Background: an optimization exercise with open tools, aiming at small area and a short achievable clock period. Do not read the settings as production practice.
In this exercise RTL edits were held to simulation tests only and were not proved equivalent to the original.
Power figures rest on the tool's default switching activity, not on a simulated workload.

==> flow/design.v (outline; a module is shown in full before it is edited, if it fits) <==
// module FIR_Filter_16tap: 1144 lines
module FIR_Filter_16tap #(parameter N = 16)(
    input clk, reset, enable,
    input [N-1:0] data_in,
    output [31:0] data_out
);
  // ...
==> flow/run.sh <==
#!/bin/bash
# synth_recipe.tcl (not shown) runs the flow's synth.tcl, then flattens the netlist and writes it again
# the make line also repeats each setting of config.mk as NAME=value (left out here)
make -C /OpenROAD-flow-scripts/flow DESIGN_CONFIG=/design/flow/config.mk WORK_HOME=/design/flow/orfs CLKGATE_MAP_FILE= SYNTH_SCRIPT=/design/flow/synth_recipe.tcl finish
==> flow/config.mk <==
export PLATFORM = sky130hd
export DESIGN_NAME = FIR_Filter_16tap
export DESIGN_NICKNAME = FIR_Filter_16tap
export VERILOG_FILES = /design/flow/design.v
export SDC_FILE = /design/flow/constraint.sdc
export NUM_CORES = 4
export LEC_CHECK = 0
export CAP_MARGIN = 20
export CORE_MARGIN = 2
export CORE_UTILIZATION = 40
export SLEW_MARGIN = 20
==> flow/constraint.sdc <==
create_clock -name core_clock -period 16.0 [get_ports {clk}]
set_input_delay 3.2000 -clock core_clock [delete_from_list [all_inputs] [get_ports {clk}]]
set_output_delay 3.2000 -clock core_clock [all_outputs]
set_load 0.01 [all_outputs]
==> impl_metrics.json, run 1 <==
{
  "final_common_cell": "inv_1",
  "die-height_um": 211,
  "coreArea_mm2": 0.0428,
  "globalplace.congestion": 0.817,
  "grt_usage_pct": 15.4,
  "rsz0062_at_grt": "no",
  "post-route-util_pct": 45.0,
  "clkPwrFrac_pct": 20.7,
  "synth_area_mm2": 0.0172,
  "startpoint_type": "input pin",
  "max_stage_delay_ns": 0.54,
  "synthMuxAreaShare_pct": 0.0581,
  "vias": 10162,
  "cp_num_buf_inv": 3,
  "placed_cells_incl_taps": 2219,
  "clock_area_share_pct": 5.51,
  "grt_pass1_vias": 11106,
  "nonClkBufAreaFrac_pct": 2.35,
  "clkbuf_count": 40,
  "hold_path_end": "xn4[2]",
  "grt_start_max_net_pins": 101,
  "period_share_pct": 40.2,
  "grt.met3_usage_pct": 2.52,
  "wl_per_cell_um": 14.1,
  "cts_resized": 0,
  "clock-sinks": 306,
  "synth-edff-count": 0,
  "hold_depth": 1,
  "place_area_mm2": 0.0182,
  "status": "finished clean",
  "multiInputGateArea_mm2": 0.00946
}
==> run 2: changes to the inputs <==
==> flow/flow/run.sh (new file) <==
#!/bin/bash
# Layout flow: the standard flow, plus
#  - after synthesis, flow/fixpol.py removes the inverters Yosys leaves
#    between full adders (a full adder is self-dual, so each fa cell can work
#    on complemented signals); the logic function is unchanged;
#  - timing repair aims at a tighter setup margin than the 16 ns clock needs,
#    and ports are buffered with buf_2 cells.
set -euo pipefail
MARGIN=${MARGIN:-11}
R=orfs/results/sky130hd/FIR_Filter_16tap/base
bash standard.sh synth > make_synth.log 2>&1
python3 flow/fixpol.py $R/1_2_yosys.v > fixpol.log 2>&1
touch $R/1_2_yosys.v
bash standard.sh finish SETUP_SLACK_MARGIN=$MARGIN "BUFFER_PORTS_ARGS=-buffer_cell sky130_fd_sc_hd__buf_2" > make_finish.log 2>&1
==> flow/flow/fixpol.py (new file) <==
#!/usr/bin/env python3
"""Remove inverters around full adders in a mapped sky130hd netlist.

A full adder is self-dual: FA(~a,~b,~c) = (~cout, ~sum).  Yosys' extract_fa
often leaves inverters between adders; this picks, for every fa cell, whether
it works on true or complemented signals so that as few inverters as
possible remain.  The logic function of the netlist is unchanged.
usage: fixpol.py netlist.v  (rewritten in place)
"""
import re, sys, collections, random

path = sys.argv[1]
text = open(path).read()
m = re.search(r'^module\s.*?^endmodule', text, re.S | re.M)
body = m.group(0)

cell_re = re.compile(r'^\s*(sky130_fd_sc_hd__\w+)\s+(\S+)\s*\((.*?)\);\s*$', re.S | re.M)
pin_re = re.compile(r'\.(\w+)\(\s*(.*?)\s*\)\s*(?:,|$)', re.S)
OUTPINS = {'X', 'Y', 'Q', 'Q_N', 'SUM', 'COUT', 'HI', 'LO'}

cells = []
for cm in cell_re.finditer(body):
    typ, name, pins = cm.group(1), cm.group(2), cm.group(3)
    pl = [(p, n.strip()) for p, n in pin_re.findall(pins.strip())]
    cells.append([typ, name, pl, cm.start(), cm.end()])

assigns = [(a.start(), a.end(), a.group(1).strip(), a.group(2).strip())
           for a in re.finditer(r'^\s*assign\s+(.*?)\s*=\s*(.*?)\s*;\s*$', body, re.M)]
ports = set()
for pm in re.finditer(r'^\s*(?:input|output|inout)\s+(?:\[[^\]]*\]\s*)?(.*?);', body, re.M):
    for n in pm.group(1).split(','):
        ports.add(n.strip())
def is_port(net):
    base = net.split('[')[0].strip()
    return base in ports or net in ports

inv_of = {}                      # inverter output net -> input net
inv_cells = set()
for i, c in enumerate(cells):
    if re.match(r'sky130_fd_sc_hd__inv_\d+$', c[0]):
        d = dict(c[2])
        if is_port(d['Y']):
            continue             # keep: drives a port
        inv_of[d['Y']] = d['A']
        inv_cells.add(i)

def resolve(n):
    pol = 0
    while n in inv_of:
        n = inv_of[n]; pol ^= 1
    return n, pol

driver_fa = {}                   # root net -> fa cell index
fas = [i for i, c in enumerate(cells) if re.match(r'sky130_fd_sc_hd__fa_\d+$', c[0])]
for i in fas:
    for p, n in cells[i][2]:
        if p in ('SUM', 'COUT'):
            driver_fa[n] = i

# consumers: (cell index or None, pin index or assign idx, root, pol, is_fa)
cons = []
for i, c in enumerate(cells):
    if i in inv_cells: continue
    isfa = i in driver_fa.values() or c[0].startswith('sky130_fd_sc_hd__fa_')
    for k, (p, n) in enumerate(c[2]):
        if p in OUTPINS: continue
        if not n or n.startswith("1'") or n.startswith("'"): continue
        r, pol = resolve(n)
        cons.append(('c', i, k, r, pol, isfa))
for k, (s, e, lhs, rhs) in enumerate(assigns):
    if rhs.startswith("1'") or rhs.startswith('{'): continue
    r, pol = resolve(rhs)
    cons.append(('a', k, None, r, pol, False))

flip = collections.defaultdict(int)
by_root = collections.defaultdict(list)
by_cell = collections.defaultdict(list)
for ci, cn in enumerate(cons):
    by_root[cn[3]].append(ci)
    if cn[0] == 'c' and cn[5]: by_cell[cn[1]].append(ci)

def parity(ci):
    kind, i, k, r, pol, isfa = cons[ci]
    p = pol ^ (flip[driver_fa[r]] if r in driver_fa else 0)
    if isfa: p ^= flip[i]
    return p
def root_cost(r):
    return 1 if any(parity(ci) for ci in by_root[r]) else 0
def fa_roots(i):
    rs = set(cons[ci][3] for ci in by_cell[i])
    for p, n in cells[i][2]:
        if p in ('SUM', 'COUT'): rs.add(n)
    return rs
def total():
    return sum(root_cost(r) for r in by_root)

before = total()
random.seed(1)
improved = True
while improved:
    improved = False
    for i in fas:
        rs = fa_roots(i)
        c0 = sum(root_cost(r) for r in rs)
        flip[i] ^= 1
        c1 = sum(root_cost(r) for r in rs)
        if c1 < c0: improved = True
        else: flip[i] ^= 1
after = total()

# rewrite
invnet = {}
newcells = []
def comp(r):
    if r not in invnet:
        invnet[r] = '_fixpol_%d_' % len(invnet)
    return invnet[r]
pinrep = {}
for ci, cn in enumerate(cons):
    kind, i, k, r, pol, isfa = cn
    net = comp(r) if parity(ci) else r
    pinrep[(kind, i, k)] = net

out = []
pos = 0
edits = []
for i, c in enumerate(cells):
    if i in inv_cells:
        edits.append((c[3], c[4], ''))
        continue
    pl = []
    for k, (p, n) in enumerate(c[2]):
        pl.append((p, pinrep.get(('c', i, k), n)))
    s = '  %s %s (\n%s\n  );' % (c[0], c[1], ',\n'.join('    .%s(%s)' % (p, n if not n.startswith('\\') else n + ' ') for p, n in pl))
    edits.append((c[3], c[4], s))
for k, (s, e, lhs, rhs) in enumerate(assigns):
    if ('a', k, None) in pinrep:
        n = pinrep[('a', k, None)]
        edits.append((s, e, '  assign %s = %s;' % (lhs, n if not n.startswith('\\') else n + ' ')))
edits.sort()
nb = []
for s, e, rep in edits:
    nb.append(body[pos:s]); nb.append(rep); pos = e
nb.append(body[pos:])
nb = ''.join(nb)
decl = ''.join('  wire %s;\n' % w for w in invnet.values())
invs = ''.join('  sky130_fd_sc_hd__inv_1 _fixpol_inv_%d_ (\n    .A(%s),\n    .Y(%s)\n  );\n' % (j, r if not r.startswith('\\') else r + ' ', w) for j, (r, w) in enumerate(invnet.items()))
nb = nb.replace('endmodule', decl + invs + 'endmodule')
# declarations must come before use for some readers: insert after the port list
hdr_end = nb.index(');') + 2
nb = nb[:hdr_end] + '\n' + decl + nb[hdr_end:].replace(decl + invs + 'endmodule', invs + 'endmodule')
open(path, 'w').write(text[:m.start()] + nb + text[m.end():])
print('fixpol: fa %d, inverters %d -> %d' % (len(fas), len(inv_cells), len(invnet)), file=sys.stderr)
==> flow/standard.sh (new file) <==
#!/bin/bash
# synth_recipe.tcl (not shown) runs the flow's synth.tcl, then flattens the netlist and writes it again
# the make line also repeats each setting of config.mk as NAME=value (left out here)
make -C /OpenROAD-flow-scripts/flow DESIGN_CONFIG=/design/flow/config.mk WORK_HOME=/design/flow/orfs CLKGATE_MAP_FILE= SYNTH_SCRIPT=/design/flow/synth_recipe.tcl "${@:-finish}"
removed: flow/run.sh
==> run 2 against run 1 <==
Against the previous run: via count decreased by 1.9%; design area up 3.1%; critical path type unchanged; setup slack improved by 1.2 ns; synthesized cell count fell by 8.2%; sequential power barely moved; clock power increased by 6.5%; total power rose by 30%; clock skew grew 0.018 ns; register-to-register slack better by 0.94 ns; utilization is 3.4 points higher.
==> impl_metrics.json, run 2 <==
{
  "syn2layout_area_growth_pct": 18.8,
  "wl_um": 32500,
  "vias": 9971,
  "rr_endpoint": "C[23]",
  "post-route-util_pct": 48.4,
  "dieArea_mm2": 0.0434,
  "hold_path_end": "xn4[10]",
  "initialDrtViolationCount": 342,
  "root_buffer": "clkbuf_16",
  "hp-class": "register to register",
  "diodes": 0,
  "fin_setup_tns_ns": 0,
  "htreeDepth": 2,
  "ioPinCount": 51,
  "cts.hold.buffers_added": 0,
  "cts_inserted_buffers": 35,
  "viasPerCell": 4.61,
  "crit_path_max_fanout": 3,
  "p_comb_share_pct": 65.2,
  "r2r_slack_ns": 10.95,
  "die_w_um": 208,
  "timing.slew.headroom_pct": 37.2,
  "setup_viol": 0,
  "hold_viol": 0,
  "drc": 0,
  "critPathArrivalTime_ns": 5.63,
  "grt_overflow_total": 0,
  "multiInputGateArea_mm2": 0.0104,
  "switching_share_pct": 41.6,
  "wl_per_cell_um": 15.0,
  "clockBufferDepth": 3,
  "p_int_w": 0.00277,
  "drive_gt1_share_pct": 22.1,
  "period_share_pct": 32.8,
  "dpl_worst_slack_ns": 10.04,
  "clock_latency_ns": 0.54,
  "coreArea_mm2": 0.0410,
  "clock-sinks": 306,
  "startpoint_type": "input pin",
  "layout_common_cells": "271 x dfxtp_1, 241 x inv_1, 185 x fa_1, 129 x nor2_1, 83 x nand2_1",
  "hpwl_um": 24100,
  "final_common_cell": "dfxtp_1",
  "fmax_ghz": 0.191,
  "initial_core_util_pct": 40.7,
  "n_fill_cell": 3706,
  "clkPwrFrac_pct": 16.9,
  "layout_setup_ws_ns": 10.76,
  "cts_tree": "done",
  "power_frac_seq_pct": 17.9,
  "ant_nets": 0,
  "grt_usage_pct": 15.6,
  "io_buffers": 43,
  "path_clk_slew_ns": 0.06,
  "row_count": 74,
  "critical_path_class": "input pin to register",
  "hold_depth": 1,
  "grt_start_max_net_pins": 102,
  "synth_cells": 1526,
  "final-seq-area_mm2": 0.00618,
  "worst_ir_drop_vdd_uv": 199,
  "endpoint_kind": "register",
  "biggestRegsByFlops": "C (25), y1 (25)",
  "yosys_warnings": 1,
  "p_per_area_mw_per_mm2": 239,
  "fin_nets": 1948,
  "grt_antenna_before_repair": 0,
  "firstDrtPassIters": 4,
  "postSynthAreaPerCell_um2": 10.9,
  "die-height_um": 208,
  "fin_crit_ns": 5.24,
  "worstReg2RegStart": "x3[13]",
  "r2r_cells": 16,
  "slew_violations": 0,
  "grt_pass1_wl_um": 54200,
  "grt_pass1_vias": 10916,
  "switchingPower_w": 0.00197,
  "skew_ns": 0.0277,
  "status": "finished clean",
  "worstHoldStart": "x3[10]",
  "crit_required_ns": 16.38,
  "rsz0062_at_grt": "yes",
  "globalplace.congestion": 0.842,
  "p_leak_nw": 8.54,
  "worstMarginPinSlew_ns": 0.942,
  "maxCapViolCount": 0,
  "synth_area_mm2": 0.0167
}
==> run 2: power by group through the flow <==
stage / combinational, W / sequential (W) / clock (W)
after CTS: 0.00269 / 0.000848 / 0.000825
after global placement: 0.00217 / 0.000864 / 0
after floorplan: 0.00175 / 0.000856 / 0
final: 0.00309 / 0.000848 / 0.000803
after detailed placement: 0.00220 / 0.000864 / 0
after global routing: 0.00341 / 0.000854 / 0.000854
==> run 2: per-stage QoR <==
step	std cells	power (W)	cell area, um^2	hold WS [ns]
2_1_floorplan	1532	0.00260	17000	0.380
3_3_place_gp	2068	0.00304	17700	0.387
3_5_place_dp	2068	0.00306	17700	0.389
4_1_cts	2153	0.00437	19400	0.402
5_1_grt	2164	0.00512	19800	0.412
6_report	2164	0.00474	19800	0.397
==> run 2: repair_timing <==
item	CTS	global route
buffers inserted	24	11
pin swaps	90	100
setup endpoints to repair	22	24
gates resized for setup	112	101
==> run 2: cell type report <==
class                      count  area share, %
multi-input combinational    931           52.2
tap                          532           3.35
clock inverter                15          0.883
timing repair buffer          81           2.75
sequential                   306           31.1
inverter                     253           4.79
clock buffer                  46           4.87
==> run 2: worst max-delay path, cell delays in order <==
cell and delay [ns]:
buf_8 0.10, fa_1 0.50, ha_4 0.31, buf_6 0.11
o21ai_2 0.06, nor2_2 0.16, o21ai_2 0.09, o21ai_2 0.15
a41o_1 0.25, a41oi_2 0.16, buf_4 0.18, nor3b_2 0.17
xnor2_1 0.14, nor2_1 0.05
==> run 2: how the worst max path moves through the flow <==
| stage | start | to | slack, ns | cells past startpoint |
|---|---|---|---|---|
| after detailed placement | data_in[2] | y1[23] | 10.04 | 12 |
| after global routing | data_in[2] | y1[20] | 10.67 | 14 |
| after CTS | data_in[3] | y1[23] | 10.69 | 12 |
| after global placement | data_in[2] | y1[23] | 10.07 | 12 |
| final | data_in[2] | y1[20] | 10.76 | 14 |
| after floorplan | data_in[2] | y1[23] | 10.45 | 11 |
==> run 2: per-layer routing <==
layer	up-vias	routed length (um)	GRT usage, %
met1	5002	14100	19.4
met3	54	927	2.58
li1	4808	-	-
met5	-	0	0
met2	107	16800	27.8
met4	0	741	4.52
==> run 3: changes to the inputs <==
--- a/flow/flow/fixpol.py
+++ b/flow/flow/fixpol.py
@@ -7,7 +7,7 @@
 possible remain.  The logic function of the netlist is unchanged.
 usage: fixpol.py netlist.v  (rewritten in place)
 """
-import re, sys, collections, random
+import re, sys, os, collections, random
 
 path = sys.argv[1]
 text = open(path).read()
@@ -95,17 +95,37 @@
     return sum(root_cost(r) for r in by_root)
 
 before = total()
-random.seed(1)
-improved = True
-while improved:
-    improved = False
-    for i in fas:
-        rs = fa_roots(i)
-        c0 = sum(root_cost(r) for r in rs)
-        flip[i] ^= 1
-        c1 = sum(root_cost(r) for r in rs)
-        if c1 < c0: improved = True
-        else: flip[i] ^= 1
+rng = random.Random(1)
+roots_of = {i: fa_roots(i) for i in fas}
+def delta(i):
+    rs = roots_of[i]
+    c0 = sum(root_cost(r) for r in rs)
+    flip[i] ^= 1
+    c1 = sum(root_cost(r) for r in rs)
+    flip[i] ^= 1
+    return c1 - c0
+def greedy():
+    improved = True
+    while improved:
+        improved = False
+        for i in fas:
+            if delta(i) < 0:
+                flip[i] ^= 1; improved = True
+greedy()
+cur = total(); best = cur; bestflip = dict(flip)
+if fas:
+    T = 2.0
+    steps = int(os.environ.get("FIXPOL_STEPS", "1000")) * len(fas)
+    for step in range(steps):
+        T = 2.0 * (1 - step / steps) + 0.05
+        i = rng.choice(fas)
+        d = delta(i)
+        if d <= 0 or rng.random() < pow(2.718, -d / T):
+            flip[i] ^= 1; cur += d
+            if cur < best:
+                best = cur; bestflip = dict(flip)
+    flip.clear(); flip.update(bestflip)
+    greedy()
 after = total()
 
 # rewrite
--- a/flow/config.mk
+++ b/flow/config.mk
@@ -7,5 +7,5 @@
 export LEC_CHECK = 0
 export CAP_MARGIN = 20
 export CORE_MARGIN = 2
-export CORE_UTILIZATION = 40
+export CORE_UTILIZATION = 60
 export SLEW_MARGIN = 20
==> run 3 against run 2 <==
Against the previous run: first-iteration DRC count fell by 18%; final cell count down 13%; design area down 2.5%; critical path depth is 1 lower; count of clock-buffer cells in the layout fell by 4; combinational power is essentially flat; sequential share of layout area increased by 0.91 points; global-route usage up 8.4 points; sequential cell count is the same; die area shrank 34%; total power grew 0.97%; critical path type unchanged; critical endpoint is now y1[21]; largest power group unchanged.
==> impl_metrics.json, run 3 <==
{
  "fin_crit_ns": 5.27,
  "worstHoldStart": "xn4[11]",
  "power_frac_seq_pct": 17.7,
  "cts.hold.buffers_added": 0,
  "placed_cells_incl_taps": 1787,
  "p_comb_share_pct": 64.9,
  "fin_setup_tns_ns": 0,
  "ioPinCount": 51,
  "grt_start_max_net_pins": 107,
  "clkPwrFrac_pct": 17.4,
  "fmax_ghz": 0.190,
  "startpoint_type": "input pin",
  "layout_setup_ws_ns": 10.73,
  "row_count": 60,
  "wl_um": 32200,
  "clockBufferDepth": 3,
  "crit_path_cell_trace": "buf_8 -> fa_1 -> ha_4 -> nand4b_1 -> a21oi_2 -> o31ai_4 -> o21ai_2 -> a21oi_2 -> nor2_2 -> o21ai_2 -> buf_4 -> or3_4 -> a21oi_2",
  "die-height_um": 169,
  "status": "finished clean",
  "dpl_worst_slack_ns": 10.07,
  "layout_common_cells": "268 x dfxtp_1, 185 x fa_1, 159 x inv_1, 129 x nor2_1, 83 x nand2_1",
  "io_buffers": 43,
  "endpoint_kind": "register",
  "wl_per_cell_um": 17.1,
  "cp_num_buf_inv": 2,
  "fin_nets": 1860,
  "worstMarginPinSlew_ns": 0.980,
  "crit_slowest_cell": "fa_1",
  "skew_ns": 0.0112,
  "grt_antenna_before_repair": 0,
  "dieArea_mm2": 0.0286,
  "root_buffer": "clkbuf_16",
  "final_common_cell": "dfxtp_1",
  "coreArea_mm2": 0.0269,
  "worstSetupStartpoint": "data_in[2]",
  "grt_usage_pct": 24.0,
  "firstDrtPassIters": 4,
  "grt_overflow_total": 0,
  "synth_cells": 1436,
  "worstReg2RegStart": "x2[3]",
  "critical_path_class": "input pin to register",
  "initialDrtViolationCount": 282,
  "initial_core_util_pct": 60.9,
  "globalplace.congestion": 0.834,
  "max_stage_delay_ns": 0.50,
  "vias": 9674,
  "cts_tree": "done",
  "hold_viol": 0,
  "maxCapViolCount": 0,
  "htreeDepth": 2,
  "hp-class": "register to register",
  "p_per_area_mw_per_mm2": 248,
  "switching_share_pct": 40.9,
  "clock_latency_ns": 0.51,
  "timing.slew.headroom_pct": 34.7,
  "ant_nets": 0,
  "die_w_um": 169,
  "worst_ir_drop_vdd_uv": 206,
  "critPathArrivalTime_ns": 5.70,
  "postSynthAreaPerCell_um2": 11.4,
  "syn2layout_area_growth_pct": 18.2,
  "slew_violations": 0,
  "biggestRegsByFlops": "C (25), y1 (25)",
  "path_clk_slew_ns": 0.06,
  "grt_pass1_vias": 10800,
  "instances_no_fill": 1880,
  "hpwl_um": 23900,
  "diodes": 0,
  "cts_inserted_buffers": 35,
  "path_delay_family": "compound AO/OA/AOI/OAI gates",
  "rsz0062_at_grt": "yes",
  "viasPerCell": 5.15,
  "p_leak_nw": 8.04,
  "crit_path_max_fanout": 4,
  "yosys_warnings": 1,
  "crit_required_ns": 16.43,
  "clock-sinks": 306,
  "setup_viol": 0,
  "crit_top_cell": "a21oi_2",
  "p_int_w": 0.00283,
  "synth_area_mm2": 0.0164,
  "switchingPower_w": 0.00196,
  "period_share_pct": 32.9,
  "drive_gt1_share_pct": 23.3,
  "grt_pass1_wl_um": 54000,
  "drc": 0
}
## run 3: changes by cell type in the layout (fill, tap and decap cells not counted), sizes merged
cell / change
bufinv: +3
clkinvlp: -3
buf: +2
inv: -93
clkinv: +2
clkbuf: -4
## run 3: path summary, 6_finish.rpt
kind | endpoint | cells past startpoint | slack, ns
worst min register to register | xn5[11] | 1 | 0.41
worst max-delay path | y1[21] | 13 | 10.73
worst min-delay path | xn5[11] | 1 | 0.41
worst max register to register | C[23] | 15 | 10.96
## run 3: layout make-up
class                      count  area (um^2)
clock inverter                14          238
multi-input combinational    931        10300
clock buffer                  42          963
fill                        1911         7530
sequential                   306         6200
timing repair buffer          83          572
tap                          341          427
inverter                     163          612
## run 3: layer usage
| layer | part of all wire [%] | vias to the layer above | global-route usage, % | wire length, um |
|---|---|---|---|---|
| met5 | 0 | - | 0 | 0 |
| met4 | 2.5 | 0 | 5.65 | 790 |
| met3 | 2.7 | 56 | 3.06 | 857 |
| met2 | 56 | 112 | 45.9 | 17900 |
| met1 | 39 | 4879 | 28.7 | 12600 |
| li1 | - | 4627 | - | - |
## run 3: power by group through the flow
stage	logic (W)	clock network [W]	registers, W
3_3_place_gp	0.00214	0	0.000865
3_5_place_dp	0.00217	0	0.000865
6_report	0.00311	0.000835	0.000848
4_1_cts	0.00269	0.000854	0.000850
5_1_grt	0.00340	0.000881	0.000853
2_1_floorplan	0.00173	0	0.000855
## run 3: repair_timing
| action | in CTS | in global routing |
|---|---|---|
| setup buffers | 22 | 15 |
| pin swaps | 78 | 99 |
| resized for setup | 124 | 89 |
| endpoints found under the setup margin | 23 | 82 |
## run 3: per-stage QoR
step,area [um^2],util [%],hold WS (ns),total power [W]
after floorplan,16600,-,0.380,0.00258
after global placement,17100,63.6,0.388,0.00301
after detailed placement,17100,63.6,0.393,0.00303
after CTS,18900,70.4,0.406,0.00440
after global routing,19300,72.0,0.419,0.00513
final,19300,72.0,0.405,0.00479
==> run 4: changes to the inputs <==
--- a/flow/flow/run.sh
+++ b/flow/flow/run.sh
@@ -6,7 +6,7 @@
 #  - timing repair aims at a tighter setup margin than the 16 ns clock needs,
 #    and ports are buffered with buf_2 cells.
 set -euo pipefail
-MARGIN=${MARGIN:-11}
+MARGIN=${MARGIN:-11.5}
 R=orfs/results/sky130hd/FIR_Filter_16tap/base
 bash standard.sh synth > make_synth.log 2>&1
 python3 flow/fixpol.py $R/1_2_yosys.v > fixpol.log 2>&1
==> run 4 against run 3 <==
Against the previous run: sequential power hardly changed; die area stayed put; utilization hardly changed; register-to-register slack better by 0.03 ns; critical path type unchanged.
==> impl_metrics.json, run 4 <==
{
  "clock-sinks": 306,
  "ant_nets": 0,
  "globalplace.congestion": 0.851,
  "status": "finished clean",
  "postSynthAreaPerCell_um2": 11.4,
  "drive_gt1_share_pct": 22.9,
  "synth_cells": 1436,
  "grt_antenna_before_repair": 0,
  "p_per_area_mw_per_mm2": 250,
  "die-height_um": 169,
  "rsz0062_at_grt": "yes",
  "crit_required_ns": 16.43,
  "setup_viol": 0,
  "ioPinCount": 51,
  "placed_cells_incl_taps": 1787,
  "instances_no_fill": 1889,
  "max_stage_delay_ns": 0.52,
  "htreeDepth": 2,
  "yosys_warnings": 1,
  "drc": 0,
  "row_count": 60,
  "vias": 9721,
  "n_fill_cell": 2001,
  "crit_path_max_fanout": 3,
  "startpoint_type": "input pin",
  "wl_per_cell_um": 16.9,
  "layout_setup_ws_ns": 10.67,
  "initialDrtViolationCount": 348,
  "firstDrtPassIters": 4,
  "cts.hold.buffers_added": 0,
  "final_common_cell": "dfxtp_1",
  "hp-class": "register to register",
  "dpl_worst_slack_ns": 10.07,
  "viasPerCell": 5.15,
  "worst_ir_drop_vdd_uv": 238,
  "worstSetupStartpoint": "data_in[2]",
  "biggestRegsByFlops": "C (25), y1 (25)",
  "coreArea_mm2": 0.0269,
  "fin_nets": 1864,
  "slew_violations": 0,
  "fin_setup_tns_ns": 0,
  "clockBufferDepth": 3,
  "grt_usage_pct": 23.6,
  "diodes": 0,
  "synth_area_mm2": 0.0164,
  "timing.slew.headroom_pct": 35.8,
  "initial_core_util_pct": 60.9,
  "grt_overflow_total": 0,
  "worstMarginPinSlew_ns": 0.963,
  "path_delay_family": "simple AND/OR/NAND/NOR gates",
  "worstReg2RegStart": "y1[1]",
  "wl_um": 31900,
  "crit_slowest_cell": "or4_4",
  "grt_pass1_vias": 10685,
  "syn2layout_area_growth_pct": 18.2,
  "path_clk_slew_ns": 0.06,
  "skew_ns": 0.0226,
  "hpwl_um": 24000,
  "worstHoldStart": "xn4[7]",
  "crit_path_cell_trace": "buf_8 -> fa_1 -> ha_4 -> nand4b_1 -> a21oi_4 -> o31ai_4 -> o21ai_2 -> a21oi_2 -> nor2_1 -> o21ai_2 -> or4_4 -> a21oi_2",
  "clock_latency_ns": 0.51,
  "critical_path_class": "input pin to register",
  "cts_tree": "done",
  "p_leak_nw": 8.03,
  "fin_crit_ns": 5.33,
  "endpoint_kind": "register",
  "power_w": 0.00483,
  "io_buffers": 43,
  "cp_num_buf_inv": 1,
  "cts_inserted_buffers": 36,
  "die_w_um": 169,
  "dieArea_mm2": 0.0286,
  "layout_common_cells": "281 x dfxtp_1, 177 x fa_1, 159 x inv_1, 129 x nor2_1, 85 x fa_2",
  "critPathArrivalTime_ns": 5.76,
  "grt_start_max_net_pins": 104,
  "maxCapViolCount": 0,
  "root_buffer": "clkbuf_16",
  "fmax_ghz": 0.187,
  "hold_viol": 0,
  "period_share_pct": 33.3,
  "grt_pass1_wl_um": 53200
}
## run 4: final timing paths
kind,to,slack (ns),depth (start not counted)
worst max-delay path,y1[23],10.67,12
worst min-delay path,xn5[7],0.40,1
worst max register to register,y1[20],10.99,21
worst min register to register,xn5[7],0.40,1
## run 4: final cells by class
class	count	area [um^2]	share of cell area, %
inverter	163	614	3.18
clock inverter	10	92.6	0.479
timing repair buffer	86	632	3.27
multi-input combinational	931	10400	53.6
sequential	306	6180	32.0
clock buffer	52	1030	5.34
tap	341	427	2.21
## run 4: what timing repair did
action                     4_1_cts  5_1_grt
setup endpoints to repair      134      136
pin swaps                       70       47
buffers inserted                28       12
gates resized for setup         79       42
## run 4: per-stage QoR
step           utilization, %  area [um^2]  hold slack [ns]
2_1_floorplan               -        16900            0.380
3_3_place_gp             64.8        17400            0.390
3_5_place_dp             64.8        17400            0.394
4_1_cts                  71.1        19100            0.402
5_1_grt                  72.0        19300            0.418
6_report                 72.0        19300            0.404
## run 4: power breakdown
part	switching (W)	leakage [nW]	internal [W]
logic	0.00161	4.99	0.00159
registers	0.0000390	2.49	0.000811
clock network	0.000312	0.551	0.000465
total	0.00197	8.03	0.00287
## run 4: routing by layer
layer / wire (um) / GRT usage, % / vias to the layer above
li1: - / - / 4635
met1: 12700 / 28.7 / 4887
met3: 801 / 2.92 / 77
met2: 17300 / 43.6 / 122
met5: 0 / 0 / -
met4: 1060 / 8.14 / 0
## run 4: worst reg2reg max path, delay by kind of cell (launching register included)
family / cells / cell delay (ns)
AO/OA/AOI/OAI: 9 / 1.83
XOR/XNOR: 2 / 0.34
adder cells (fa/ha/maj): 5 / 1.82
buffers and inverters: 2 / 0.26
flip-flops: 1 / 0.34
AND/OR/NAND/NOR: 3 / 0.29
==> run 5: changes to the inputs <==
--- a/flow/flow/run.sh
+++ b/flow/flow/run.sh
@@ -6,7 +6,7 @@
 #  - timing repair aims at a tighter setup margin than the 16 ns clock needs,
 #    and ports are buffered with buf_2 cells.
 set -euo pipefail
-MARGIN=${MARGIN:-11.5}
+MARGIN=${MARGIN:-11}
 R=orfs/results/sky130hd/FIR_Filter_16tap/base
 bash standard.sh synth > make_synth.log 2>&1
 python3 flow/fixpol.py $R/1_2_yosys.v > fixpol.log 2>&1
--- a/flow/config.mk
+++ b/flow/config.mk
@@ -8,4 +8,6 @@
 export CAP_MARGIN = 20
 export CORE_MARGIN = 2
 export CORE_UTILIZATION = 60
+export CTS_BUF_LIST = sky130_fd_sc_hd__clkbuf_8
+export CTS_CLUSTER_SIZE = 30
 export SLEW_MARGIN = 20
==> run 5 against run 4 <==
Against the previous run: critical path depth is 1 higher; count of clock-buffer cells in the layout is 11 higher; largest cell class unchanged; sequential share of layout area increased by 0.67 points; still clean on timing, DRC and antenna; largest power group unchanged; highest routed layer unchanged; wire length shrank 0.41%.
==> impl_metrics.json, run 5 <==
{
  "firstDrtPassIters": 4,
  "diodes": 0,
  "cts_inserted_buffers": 50,
  "globalplace.congestion": 0.834,
  "io_buffers": 43,
  "ioPinCount": 51,
  "m1WireLength_um": 12600,
  "startpoint_type": "input pin",
  "syn2layout_area_growth_pct": 15.8,
  "cts_tree": "done",
  "hpwl_um": 23900,
  "drc": 0,
  "dieArea_mm2": 0.0286,
  "grt_antenna_before_repair": 0,
  "post-route-cell-area_mm2": 0.0190,
  "r2r_cells": 16,
  "coreArea_mm2": 0.0269,
  "fmax_ghz": 0.191,
  "biggestRegsByFlops": "C (25), y1 (25)",
  "hold_viol": 0,
  "crit_path_max_fanout": 4,
  "postSynthAreaPerCell_um2": 11.4,
  "drive_gt1_share_pct": 21.5,
  "top_layer_used": "met4",
  "p_per_area_mw_per_mm2": 239,
  "n_fill_cell": 2004,
  "root_buffer": "clkbuf_8",
  "p_leak_nw": 7.99,
  "grt_pass1_vias": 10874,
  "yosys_warnings": 1,
  "wl_met2_um": 17600,
  "fin_nets": 1874,
  "timing.slew.headroom_pct": 35.5,
  "initial_core_util_pct": 60.9,
  "clock_latency_ns": 0.58,
  "fin_crit_ns": 5.24,
  "wl_met3_um": 928,
  "critPathArrivalTime_ns": 5.72,
  "status": "finished clean",
  "vias": 9758,
  "critical_path_class": "input pin to register",
  "grt_pass1_wl_um": 53600,
  "grt_overflow_total": 0,
  "wl_um": 31800,
  "path_clk_slew_ns": 0.06,
  "dpl_worst_slack_ns": 10.07,
  "multiInputGateArea_mm2": 0.0102,
  "grt_start_max_net_pins": 107,
  "layout_setup_ws_ns": 10.76,
  "r2r_slack_ns": 10.97,
  "final_common_cell": "dfxtp_1",
  "htreeDepth": 2,
  "hold_path_end": "xn5[3]",
  "maxCapViolCount": 0,
  "skew_ns": 0.0378,
  "worstMarginPinSlew_ns": 0.967,
  "place_area_mm2": 0.0171,
  "die_w_um": 169,
  "clockBufferDepth": 3,
  "power_w": 0.00454,
  "whs_ns": 0.405,
  "setup_viol": 0,
  "viasPerCell": 5.12,
  "worstHoldStart": "xn4[3]",
  "worst_ir_drop_vdd_uv": 228,
  "slew_violations": 0,
  "clock-sinks": 306,
  "wl_per_cell_um": 16.7,
  "hold_depth": 1,
  "rsz0062_at_grt": "yes",
  "period_share_pct": 32.7,
  "synth_cells": 1436,
  "crit_required_ns": 16.48,
  "final-seq-area_mm2": 0.00619,
  "fin_setup_tns_ns": 0,
  "synth_area_mm2": 0.0164,
  "layout_common_cells": "277 x dfxtp_1, 203 x fa_1, 176 x inv_1, 128 x nor2_1, 82 x nand2_1",
  "endpoint_kind": "register",
  "hp-class": "register to register",
  "initialDrtViolationCount": 308,
  "row_count": 60,
  "ant_nets": 0,
  "worstReg2RegStart": "y1[13]",
  "die-height_um": 169,
  "rr_endpoint": "C[23]",
  "grt_usage_pct": 24.0
}
run 5: cell count changes in the layout (fill, tap and decap cells not counted), sizes merged:
cell	delta
clkbuf	+11
clkinv	-2
inv	+12
bufinv	-1
buf	-4
run 5: area by class of cell:
class | instances | share of cell area (%)
Clock buffer | 63 | 4.57
Clock inverter | 19 | 0.455
Inverter | 163 | 3.23
Multi-Input combinational cell | 931 | 54.0
Sequential cell | 306 | 32.6
Tap cell | 341 | 2.25
Timing Repair Buffer | 82 | 2.84
run 5: worst max-delay path by stage:
stage / from / end / slack [ns] / depth (start not counted)
global route: data_in[2] / y1[21] / 10.68 / 13
detailed placement: data_in[2] / y1[23] / 10.07 / 12
global placement: data_in[2] / y1[23] / 10.10 / 12
finish: data_in[2] / y1[21] / 10.76 / 13
CTS: data_in[3] / y1[23] / 10.77 / 12
floorplan: data_in[2] / y1[23] / 10.45 / 11
run 5: critical path, cell delays in order:
cell	delay, ns
buf_8	0.10
fa_1	0.50
ha_4	0.30
nand4b_1	0.16
a21oi_2	0.28
o31ai_4	0.10
o21ai_2	0.16
a21oi_2	0.09
nor2_2	0.10
o21ai_2	0.09
buf_4	0.17
or3_4	0.35
a21oi_2	0.11
run 5: through the flow:
step | utilization, % | instances
after floorplan | - | 1442
after global placement | 63.6 | 1787
after detailed placement | 63.6 | 1787
after CTS | 69.4 | 1893
after global routing | 70.5 | 1905
final | 70.5 | 1905
run 5: routing by layer:
layer,vias to the layer above,global-route usage [%]
met5,-,0
met4,0,6.50
met3,51,3.43
met2,144,45.2
met1,4910,28.5
li1,4653,-
run 5: power breakdown:
| group | internal (W) | total, W | switching, W | leakage [nW] |
|---|---|---|---|---|
| logic | 0.00148 | 0.00304 | 0.00155 | 4.96 |
| registers | 0.000810 | 0.000848 | 0.0000378 | 2.49 |
| clock network | 0.000350 | 0.000651 | 0.000301 | 0.545 |
run 5: repair_timing:
action	in CTS	in global routing
endpoints found under the setup margin	22	23
pin swaps	79	58
buffers inserted	24	12
gates resized for setup	113	55
hold buffers	0	0
==> run 6: changes to the inputs <==
--- a/flow/config.mk
+++ b/flow/config.mk
@@ -8,6 +8,5 @@
 export CAP_MARGIN = 20
 export CORE_MARGIN = 2
 export CORE_UTILIZATION = 60
-export CTS_BUF_LIST = sky130_fd_sc_hd__clkbuf_8
-export CTS_CLUSTER_SIZE = 30
+export CTS_BUF_LIST = sky130_fd_sc_hd__clkbuf_4
 export SLEW_MARGIN = 20
==> run 6 against run 5 <==
Against the previous run: combinational power barely moved; sequential power barely moved; highest routed layer unchanged; via count rose by 2.0%; total power barely moved; fmax rose by 1.0%; final cell count rose by 2.9%; clock skew rose by 0.044 ns; critical endpoint is now y1[23]; global-route usage rose by 0.25 points; count of clock-buffer cells in the layout rose by 57; wire length rose by 0.28%.
==> impl_metrics.json, run 6 <==
{
  "ant_nets": 0,
  "grt_pass1_vias": 11103,
  "path_clk_slew_ns": 0.08,
  "firstDrtPassIters": 6,
  "setup_viol": 0,
  "hp-class": "register to register",
  "dieArea_mm2": 0.0286,
  "vias": 9950,
  "clockBufferDepth": 3,
  "startpoint_type": "input pin",
  "cts_tree": "done",
  "worstHoldStart": "x3[4]",
  "worst_ir_drop_vdd_uv": 212,
  "fin_crit_ns": 5.18,
  "root_buffer": "clkbuf_4",
  "status": "finished clean",
  "final_common_cell": "dfxtp_1",
  "hpwl_um": 23900,
  "clock-sinks": 306,
  "synth_cells": 1436,
  "whs_ns": 0.394,
  "cts.hold.buffers_added": 0,
  "worstMarginPinSlew_ns": 0.957,
  "p_leak_nw": 8.00,
  "syn2layout_area_growth_pct": 16.2,
  "dpl_worst_slack_ns": 10.07,
  "die_w_um": 169,
  "maxCapViolCount": 0,
  "drive_gt1_share_pct": 24.7,
  "period_share_pct": 32.4,
  "grt_usage_pct": 24.2,
  "grt_start_max_net_pins": 107,
  "io_buffers": 43,
  "grt_antenna_before_repair": 1,
  "r2r_cells": 16,
  "initialDrtViolationCount": 327,
  "rsz0062_at_grt": "yes",
  "grt_overflow_total": 0,
  "n_fill_cell": 2013,
  "row_count": 60,
  "final-seq-area_mm2": 0.00618,
  "crit_path_max_fanout": 5,
  "hold_path_end": "xn4[4]",
  "drc": 0,
  "crit_required_ns": 16.64,
  "fin_nets": 1902,
  "endpoint_kind": "register",
  "skew_ns": 0.0816,
  "cts_inserted_buffers": 82,
  "viasPerCell": 5.08,
  "multiInputGateArea_mm2": 0.0103,
  "wl_per_cell_um": 16.3,
  "wl_um": 31900,
  "yosys_warnings": 1,
  "coreArea_mm2": 0.0269,
  "slew_violations": 0,
  "fin_setup_tns_ns": 0,
  "ioPinCount": 51,
  "r2r_slack_ns": 10.96,
  "synth_area_mm2": 0.0164,
  "rr_endpoint": "C[23]",
  "p_per_area_mw_per_mm2": 239,
  "htreeDepth": 3,
  "postSynthAreaPerCell_um2": 11.4,
  "fmax_ghz": 0.193,
  "grt_pass1_wl_um": 54100,
  "timing.slew.headroom_pct": 36.2,
  "layout_setup_ws_ns": 10.82,
  "worstReg2RegStart": "y1[13]",
  "critical_path_class": "input pin to register",
  "initial_core_util_pct": 60.9,
  "hold_depth": 1,
  "biggestRegsByFlops": "C (25), y1 (25)",
  "clock_latency_ns": 0.71,
  "die-height_um": 169,
  "globalplace.congestion": 0.834,
  "hold_viol": 0,
  "layout_common_cells": "281 x dfxtp_1, 195 x fa_1, 160 x inv_1, 129 x nor2_1, 120 x clkbuf_4",
  "critPathArrivalTime_ns": 5.82
}
[run 6: cell types whose count changed in the layout (fill, tap and decap cells not counted), moves of 5 or more]
cell / change
clkbuf_8: -63
clkbuf_4: +120
buf_4: -6
fa_2: +8
clkinv_1: +12
fa_1: -8
dfxtp_2: -5
inv_1: -16
[run 6: routing by layer]
metal,vias to the layer above,global-route usage (%),part of all wire [%]
met1,4996,28.6,40
met5,-,0,0
met3,52,4.52,2.8
met4,0,7.17,1.8
met2,141,44.9,56
li1,4761,-,-
[run 6: through the flow]
step	utilization, %	std cells	total power [W]	cell area, um^2
CTS	69.4	1943	0.00429	18600
detailed placement	63.6	1787	0.00303	17100
floorplan	-	1442	0.00258	16600
finish	70.8	1960	0.00454	19000
global placement	63.6	1787	0.00301	17100
global route	70.8	1960	0.00491	19000
[run 6: worst max-delay path by stage]
stage                     startpoint      to  slack (ns)
after CTS                 data_in[3]  y1[23]       10.94
after floorplan           data_in[2]  y1[23]       10.45
after global placement    data_in[2]  y1[23]       10.10
after detailed placement  data_in[2]  y1[23]       10.07
final                     data_in[2]  y1[23]       10.82
after global routing      data_in[2]  y1[23]       10.78
[run 6: where the power goes]
part           internal, W  switching, W  total (W)
registers         0.000810     0.0000377   0.000848
logic              0.00148       0.00154    0.00303
clock network     0.000345      0.000320   0.000665
total              0.00264       0.00190    0.00454
[run 6: area by class of cell]
cell class | count | area share [%]
Timing Repair Buffer | 78 | 2.71
Clock inverter | 20 | 0.553
Inverter | 163 | 3.22
Multi-Input combinational cell | 931 | 54.0
Tap cell | 341 | 2.24
Clock buffer | 120 | 4.74
Sequential cell | 306 | 32.5
Antenna cell | 1 | 0.0132
[run 6: what timing repair did]
action	in CTS	in global routing
gates resized for setup	109	70
gates cloned	0	0
pin swaps	73	67
buffers inserted	16	16
endpoints found under the setup margin	22	23
[run 6: worst max-delay path: stages]
cell and delay, ns:
buf_8 0.10, fa_1 0.49, ha_4 0.32, nand4b_1 0.16, a21oi_2 0.28, o31ai_4 0.10
o21ai_2 0.16, a21oi_2 0.09, nor2_2 0.16, o21ai_4 0.09, or4_1 0.54, a21oi_2 0.12

-- what the ideal ports hide --
In the flow no input, the clock included, has a driving cell. The finished layouts below were timed again as built, in two steps.
Step 1 assumes that a clkbuf_16 drives the clock port and a buf_2 every other input.
Step 2 adds t to the input delays and takes it off the output delays; t is the mean of the earliest and latest rising clock arrival at the registers after step 1. Input paths then give back, and output paths get back, about the clock's delay inside the block.
a / b / c = ideal / step 1 / step 2; a / b = the first two.
run	t, ns	setup slack, ns	hold WS [ns]
run 1	0.619	9.575 / 9.607 / 8.988	0.387 / 0.387 / 0.387
run 2	0.579	10.756 / 10.764 / 10.185	0.397 / 0.397 / 0.397
run 3	0.558	10.731 / 10.744 / 10.186	0.405 / 0.405 / 0.405
run 4	0.551	10.667 / 10.677 / 10.125	0.404 / 0.404 / 0.404
run 5	0.607	10.763 / 10.773 / 10.166	0.405 / 0.405 / 0.405
run 6	0.713	10.815 / 10.820 / 10.107	0.394 / 0.394 / 0.394
After both steps setup and hold are still met in every run listed. For run 6, which loses most, drivers alone change the setup slack by +0.005 ns; drivers and shift together by -0.708 ns.
